From an optimization exercise on the open Yosys and OpenROAD flow, aimed at small area and a short achievable clock period; shortcuts taken in it are not production practice. At most, simulation tests tie the RTL to the original design; equivalence was not proved.

==> flow/design.v (excerpt) <==
module pe_array_top #(parameter NPE = 4)
                   (input logic clk,
                    input logic rst_n,
                    input logic rst_n_pe,
                    input logic [3:0] conv_num,
                    input logic partial_en_control,
                    input logic [NPE*16-1:0]data_readw_weight,
                    input logic [15:0]data_readi_input,
                    output logic [15:0]data_write_output,
                    output logic [16:0]addr_readi_input,
                    output logic [16:0]addr_readw_weight,
                    output logic [14:0]addr_write_output,
                    output logic [1:0]byteenable_readi_input,
                    output logic [NPE*2-1:0]byteenable_readw_weight,
		            output logic [1:0]byteenable_write_output,
                    input logic [16:0]addr_readi_control,
                    input logic [16:0]addr_readw_control,
                    input logic [14:0]addr_write_control,
                    input logic pool_en_control,
                    input logic relu_en_control,
                    input logic output_en_control,
		            input logic waitrequest_output,
		            input logic waitrequest_input,
		            input logic waitrequest_weight,
                    input logic en_write_control,
                    input logic en_readi_control,
                    input logic en_readw_control,
                    input logic readdatavalid_input,
                    input logic readdatavalid_weight,
                    output logic write_output,
                    output logic read_readw_weight,
                    output logic read_readi_input,
                    output logic chipselect_input,
                    output logic chipselect_weight,
                    output logic chipselect_output,
                    output logic readdatavalid_out_input,
                    output logic readdatavalid_out_weight
                    );
export LEC_CHECK = 0
export CAP_MARGIN = 20
export CORE_MARGIN = 2
export CORE_UTILIZATION = 40
export SLEW_MARGIN = 20
create_clock -name core_clock -period 10.0 [get_ports {clk}]
standard.sh (not shown) runs the stock make flow with config.mk's settings and CLKGATE_MAP_FILE= SYNTH_SCRIPT=/design/flow/synth_recipe.tcl, a recipe that flattens the netlist after the stock synthesis.
==> flow/flow/run.sh <==
#!/bin/bash
# Standard synthesis unchanged, then the standard layout steps with port
# buffers of sky130_fd_sc_hd__buf_2 and a setup margin for timing repair.
set -eo pipefail
bash standard.sh synth > synth.log 2>&1
bash standard.sh BUFFER_PORTS_ARGS="-buffer_cell sky130_fd_sc_hd__buf_2" SETUP_SLACK_MARGIN=5.6 finish > layout.log 2>&1
Edit:
==> flow/flow/run.sh (replaced) <==
#!/bin/bash
# Standard synthesis unchanged, then the standard layout steps with other settings.
set -eo pipefail
bash standard.sh synth > synth.log 2>&1
bash standard.sh BUFFER_PORTS_ARGS="-buffer_cell sky130_fd_sc_hd__buf_1" SETUP_SLACK_MARGIN=5.8 CTS_ARGS="-sink_clustering_enable -repair_clock_nets -dont_use_dummy_load -buf_list sky130_fd_sc_hd__clkbuf_4 sky130_fd_sc_hd__clkbuf_8" finish > layout.log 2>&1
What happened: The new run died in 4_1_cts. Synthesized cell count does not change. Synthesized area does not change.
Edit:
==> flow/run.sh (new file) <==
#!/bin/bash
# synth_recipe.tcl (not shown) runs the flow's synth.tcl, then flattens the netlist and writes it again
# the make line also repeats each setting of config.mk as NAME=value (left out here)
make -C /OpenROAD-flow-scripts/flow DESIGN_CONFIG=/design/flow/config.mk WORK_HOME=/design/flow/orfs CLKGATE_MAP_FILE= SYNTH_SCRIPT=/design/flow/synth_recipe.tcl finish
removed: flow/flow/run.sh
removed: flow/standard.sh
What happened: The new run completed without violations. Area after synthesis does not change. Synthesized cell count is unchanged.
No functional check of the RTL was part of any run of this note.

---

Another version of the RTL of pe_array_top (not shown whole).
Size in the first run: ~640 flip-flops, ~230 I/O pins.
Settings: LEC_CHECK=0, CAP_MARGIN=20, CORE_MARGIN=2, CORE_UTILIZATION=55, SLEW_MARGIN=20; clock period 10.0 ns.
==> flow/flow/run.sh <==
#!/bin/bash
# Standard synthesis unchanged, then the standard layout steps with other settings.
set -eo pipefail
bash standard.sh synth > synth.log 2>&1
bash standard.sh BUFFER_PORTS_ARGS="-buffer_cell sky130_fd_sc_hd__buf_1" SETUP_SLACK_MARGIN=5.8 CTS_ARGS="-sink_clustering_enable -repair_clock_nets -dont_use_dummy_load -buf_list sky130_fd_sc_hd__clkbuf_2 -sink_clustering_size 5 -sink_clustering_max_diameter 30" finish > layout.log 2>&1
The first run finished with timing, DRC and antenna clean.
Then changed:
==> flow/flow/run.sh (replaced) <==
#!/bin/bash
# Standard synthesis unchanged, then the standard layout steps with other settings.
set -eo pipefail
bash standard.sh synth > synth.log 2>&1
bash standard.sh BUFFER_PORTS_ARGS="-buffer_cell sky130_fd_sc_hd__buf_1" SETUP_SLACK_MARGIN=5.8 CTS_ARGS="-sink_clustering_enable -repair_clock_nets -dont_use_dummy_load -buf_list sky130_fd_sc_hd__clkbuf_4 -sink_clustering_size 10 -sink_clustering_max_diameter 50" finish > layout.log 2>&1
The new run completed without violations.
Count of clock-buffer cells in the layout went down by 83.
Utilization went down by 0.35 points.
Global-route usage went down by 0.35 points.
Die area is unchanged.
Design area went down by 0.60%.
Cell count went down by 1.5%.
Routed wire length went down by 0.43%.
Register-to-register slack is about the same.
Sequential share of layout area went up by 0.18 points.

---

pe_array_top with an RTL version that a note above also has.
Size: roughly 6,000 cells after synthesis, ~700 flip-flops, about 56,000 µm² of cells after synthesis.
==> flow/config.mk <==
export PLATFORM = sky130hd
export DESIGN_NAME = pe_array_top
export DESIGN_NICKNAME = pe_array_top
export VERILOG_FILES = /design/flow/design.v
export SDC_FILE = /design/flow/constraint.sdc
export NUM_CORES = 8
export LEC_CHECK = 0
export CAP_MARGIN = 20
export CORE_MARGIN = 2
export CORE_UTILIZATION = 40
export SLEW_MARGIN = 20
==> flow/constraint.sdc <==
create_clock -name core_clock -period 10.0 [get_ports {clk}]
set_input_delay 2.0000 -clock core_clock [delete_from_list [all_inputs] [get_ports {clk}]]
set_output_delay 2.0000 -clock core_clock [all_outputs]
set_load 0.01 [all_outputs]
==> flow/flow/run.sh <==
#!/bin/bash
# Standard synthesis unchanged, then the standard layout steps with port
# buffers of sky130_fd_sc_hd__buf_1 and a setup margin for timing repair.
set -eo pipefail
bash standard.sh synth > synth.log 2>&1
bash standard.sh BUFFER_PORTS_ARGS="-buffer_cell sky130_fd_sc_hd__buf_1" SETUP_SLACK_MARGIN=5.6 finish > layout.log 2>&1
The first run finished clean.
Change:
==> flow/flow/run.sh (replaced) <==
#!/bin/bash
# Standard synthesis unchanged, then the standard layout steps with other settings.
set -eo pipefail
bash standard.sh synth > synth.log 2>&1
bash standard.sh BUFFER_PORTS_ARGS="-buffer_cell sky130_fd_sc_hd__buf_1" SETUP_SLACK_MARGIN=5.8 CTS_ARGS="-sink_clustering_enable -repair_clock_nets -dont_use_dummy_load" finish > layout.log 2>&1
The changed run finished clean.
Final area came out lower by 1.1%.
Area after synthesis is unchanged.
Register-to-register slack improves by 0.20 ns.
Worst hold slack stays flat.
Function was not checked in any run of this note: the RTL went through the layout flow alone.

---

== indigo ==
RTL: one of the versions met above, not the one the previous note started from.
Size in the first run: about 5000 cells after synthesis, ~230 I/O pins, roughly 53000 um^2 of cells after synthesis.
==> flow/design.v (excerpt) <==
module pe_array_top #(parameter NPE = 4)
                   (input logic clk,
                    input logic rst_n,
                    input logic rst_n_pe,
                    input logic [3:0] conv_num,
                    input logic partial_en_control,
                    input logic [NPE*16-1:0]data_readw_weight,
                    input logic [15:0]data_readi_input,
                    output logic [15:0]data_write_output,
                    output logic [16:0]addr_readi_input,
                    output logic [16:0]addr_readw_weight,
                    output logic [14:0]addr_write_output,
                    output logic [1:0]byteenable_readi_input,
                    output logic [NPE*2-1:0]byteenable_readw_weight,
		            output logic [1:0]byteenable_write_output,
                    input logic [16:0]addr_readi_control,
                    input logic [16:0]addr_readw_control,
                    input logic [14:0]addr_write_control,
                    input logic pool_en_control,
                    input logic relu_en_control,
  ...
clock: 10.0 ns
lec_check: 0
cap_margin: 20
core_margin: 2
core_utilization: 55
slew_margin: 20
==> flow/flow/run.sh <==
#!/bin/bash
# Standard synthesis unchanged, then the standard layout steps with other settings.
set -eo pipefail
bash standard.sh synth > synth.log 2>&1
bash standard.sh BUFFER_PORTS_ARGS="-buffer_cell sky130_fd_sc_hd__buf_1" SETUP_SLACK_MARGIN=5.85 CTS_ARGS="-sink_clustering_enable -repair_clock_nets -dont_use_dummy_load -buf_list sky130_fd_sc_hd__clkbuf_4 -sink_clustering_size 8 -sink_clustering_max_diameter 40" finish > layout.log 2>&1
Both conditions hold for indigo: the flow ran to the end and the final layout passed the timing, DRC and antenna checks.
Modified inputs, quartz compared to indigo
- putting ABC_AREA at 1 where nothing was set
==> flow/flow/run.sh <==
#!/bin/bash
# Standard synthesis unchanged, then the standard layout steps with other settings.
set -eo pipefail
bash standard.sh synth > synth.log 2>&1
bash standard.sh BUFFER_PORTS_ARGS="-buffer_cell sky130_fd_sc_hd__buf_1" SETUP_SLACK_MARGIN=5.8 CTS_ARGS="-sink_clustering_enable -repair_clock_nets -dont_use_dummy_load -buf_list sky130_fd_sc_hd__clkbuf_4 -sink_clustering_size 8 -sink_clustering_max_diameter 40" finish > layout.log 2>&1
==> comparison <==
On sequential share of layout area, quartz and indigo are basically level. Time the worst path needs with I/O delays and setup ends up lower on quartz. On area after synthesis, quartz and indigo are basically level. quartz vs indigo on cell area after layout: quartz is the lower one.
> inputs changed (quartz -> yarrow)
- ABC_AREA: 1 -> unset
==> flow/flow/run.sh <==
#!/bin/bash
# Standard synthesis unchanged, then the standard layout steps with other settings.
set -eo pipefail
bash standard.sh synth > synth.log 2>&1
bash standard.sh BUFFER_PORTS_ARGS="-buffer_cell sky130_fd_sc_hd__buf_1" SETUP_SLACK_MARGIN=5.8 CTS_ARGS="-sink_clustering_enable -repair_clock_nets -dont_use_dummy_load -buf_list sky130_fd_sc_hd__clkbuf_8 -sink_clustering_size 10 -sink_clustering_max_diameter 50" finish > layout.log 2>&1
--- outcome ---
yarrow did not stop at any stage, and its layout met the timing, DRC and antenna checks.
| critical path depth | yarrow vs quartz | ≈ equal |
Summary: with quartz as the reference, number of nets in the layout in yarrow moved down by a little under 10%.

---

pe_array_top again, from the RTL that the note above started with.
Design pe_array_top, start of the top module:
module pe_array_top #(parameter NPE = 4)
                   (input logic clk,
                    input logic rst_n,
                    input logic rst_n_pe,
                    input logic [3:0] conv_num,
                    input logic partial_en_control,
                    input logic [NPE*16-1:0]data_readw_weight,
                    input logic [15:0]data_readi_input,
                    output logic [15:0]data_write_output,
                    output logic [16:0]addr_readi_input,
                    output logic [16:0]addr_readw_weight,
                    output logic [14:0]addr_write_output,
                    output logic [1:0]byteenable_readi_input,
                    output logic [NPE*2-1:0]byteenable_readw_weight,
		            output logic [1:0]byteenable_write_output,
                    input logic [16:0]addr_readi_control,
                    input logic [16:0]addr_readw_control,
                    input logic [14:0]addr_write_control,
                    input logic pool_en_control,
                    input logic relu_en_control,
                    input logic output_en_control,
		            input logic waitrequest_output,
		            input logic waitrequest_input,
		            input logic waitrequest_weight,
                    input logic en_write_control,
                    input logic en_readi_control,
                    input logic en_readw_control,
                    input logic readdatavalid_input,
                    input logic readdatavalid_weight,
                    output logic write_output,
                    output logic read_readw_weight,
                    output logic read_readi_input,
                    output logic chipselect_input,
                    output logic chipselect_weight,
                    output logic chipselect_output,
                    output logic readdatavalid_out_input,
                    output logic readdatavalid_out_weight
                    );
logic[NPE*16-1:0]data_write_pe;
logic data_valid_readi_pe;
logic data_valid_readw_pe;
logic capture;
p1024_to_s16 #(.NPE(NPE)) pts(.clk(clk),
			 	.rst_n(rst_n),
				.datain_pe(data_write_pe),
				.input_en_control(en_write_control),
				.capture(capture),
  ...
Settings: LEC_CHECK=0, CAP_MARGIN=20, CORE_MARGIN=2, CORE_UTILIZATION=70, SLEW_MARGIN=20; clock period 10.0 ns.
==> flow/flow/run.sh <==
#!/bin/bash
# Standard synthesis unchanged, then the standard layout steps with other settings.
set -eo pipefail
bash standard.sh synth > synth.log 2>&1
bash standard.sh BUFFER_PORTS_ARGS="-buffer_cell sky130_fd_sc_hd__buf_1" SETUP_SLACK_MARGIN=5.8 CTS_ARGS="-sink_clustering_enable -repair_clock_nets -dont_use_dummy_load -buf_list sky130_fd_sc_hd__clkbuf_4 -sink_clustering_size 8 -sink_clustering_max_diameter 40" finish > layout.log 2>&1
The baseline finished clean.
Rerun with:
CORE_UTILIZATION = 55   (was 70)
After rerunning:
- The new run finished clean
- via count came out lower by 2.1%
- routed wire length went up by 3.8%
- maximum frequency rose by 0.49%
- setup slack improves by 20 ps
- final area rises by 1.2%

---

== run 1 ==
pe_array_top, a different RTL version from the one above (not shown whole).
For scale: roughly 570 flip-flops, ~0.055 sq mm of cells after synthesis.
clock: 10.0 ns
lec_check: 0
cap_margin: 20
core_margin: 2
core_utilization: 40
slew_margin: 20
==> flow/flow/run.sh <==
#!/bin/bash
# Standard layout, unchanged; logs kept in the work folder.
set -o pipefail
bash standard.sh > standard.log 2>&1
### run 1 -> run 2
Settings: SETUP_SLACK_MARGIN newly set to 5.
==> flow/run.sh (new file) <==
#!/bin/bash
# synth_recipe.tcl (not shown) runs the flow's synth.tcl, then flattens the netlist and writes it again
# the make line also repeats each setting of config.mk as NAME=value (left out here)
make -C /OpenROAD-flow-scripts/flow DESIGN_CONFIG=/design/flow/config.mk WORK_HOME=/design/flow/orfs CLKGATE_MAP_FILE= SYNTH_SCRIPT=/design/flow/synth_recipe.tcl finish
removed: flow/flow/run.sh
removed: flow/standard.sh
Results
Diff run 1 -> run 2: insertion delay to the later sink of the worst-skew pair about even. Across run 1 and run 2, none had a timing, DRC or antenna violation. Between run 1 and run 2, the difference in area after synthesis is negligible.
--- input diff run 2..run 3 ---
Settings: SETUP_SLACK_MARGIN: 5 -> unset.
### Flow results
- Non-filler instance count after layout, run 2 and run 3: larger value in run 2
- From run 2 to run 3 the numbers moved as follows: maximum clock frequency decreased 31 MHz; via count of the first global-routing pass decreased 3084; ratio of cells with drive above 1 in the final layout decreased 11 points.
- In run 3 relative to run 2, clock-buffer cell count had gone down by a few percent.
- Relative to run 2, wire length of the first global-routing pass decreased by about 11% in run 3.
Function was not checked in any run of this note: the RTL went through the layout flow alone.

port drivers added, routing unchanged:
The results above use ideal ports. As a check the final layouts listed here were re-extracted and re-timed, cells and wires unchanged. Step 1: set_driving_cell puts a clkbuf_16 on clk and a buf_2 on each other input, an assumption about the parent block. Step 2 adds t to the input delays and takes it off the output delays; t is the mean of the earliest and latest rising clock arrival at the registers after step 1. Input paths then give back, and output paths get back, about the clock's delay inside the block. Three values: ideal, step 1, step 2; two values: the first two.
run | shift t [ns] | setup WS [ns] | worst setup path after step 2 | clock arrival spread, ns | slew at the worst register clock pin (ns)
the first run of note 1 | 0.754 | 5.716 / 5.716 / 5.377 | input to register | 0.042 / 0.043 | 0.07 / 0.07
the third run of note 1 | 0.768 | 4.986 / 4.960 / 4.960 | input to output | 0.063 / 0.063 | 0.07 / 0.07
the first run of note 2 | 1.481 | 5.799 / 5.766 / 5.595 | input to register | 0.261 / 0.260 | 0.11 / 0.11
the second run of note 2 | 1.036 | 5.799 / 5.766 / 5.571 | input to register | 0.123 / 0.122 | 0.12 / 0.12
the first run of note 3 | 0.770 | 5.728 / 5.728 / 5.529 | input to register | 0.054 / 0.054 | 0.07 / 0.07
the second run of note 3 | 0.739 | 5.794 / 5.760 / 5.566 | input to register | 0.094 / 0.094 | 0.06 / 0.06
indigo | 1.053 | 5.792 / 5.766 / 5.508 | input to register | 0.166 / 0.166 | 0.10 / 0.10
quartz | 1.074 | 5.796 / 5.764 / 5.764 | input to output | 0.142 / 0.143 | 0.10 / 0.10
yarrow | 0.807 | 5.799 / 5.766 / 5.611 | input to register | 0.076 / 0.077 | 0.07 / 0.07
the first run of note 5 | 0.944 | 5.779 / 5.756 / 5.756 | input to output | 0.239 / 0.239 | 0.10 / 0.10
the second run of note 5 | 1.023 | 5.799 / 5.766 / 5.597 | input to register | 0.152 / 0.152 | 0.09 / 0.09
run 1 | 0.743 | 3.561 / 3.561 / 3.561 | register to register | 0.037 / 0.038 | 0.07 / 0.07
run 2 | 0.749 | 4.631 / 4.631 / 4.631 | register to register | 0.043 / 0.042 | 0.06 / 0.06
run 3 | 0.743 | 3.561 / 3.561 / 3.561 | register to register | 0.037 / 0.038 | 0.07 / 0.07
After both steps setup and hold are still met in every run listed. For the first run of note 1, which loses most, drivers alone change the setup slack by 0.000 ns; drivers and shift together by -0.339 ns.
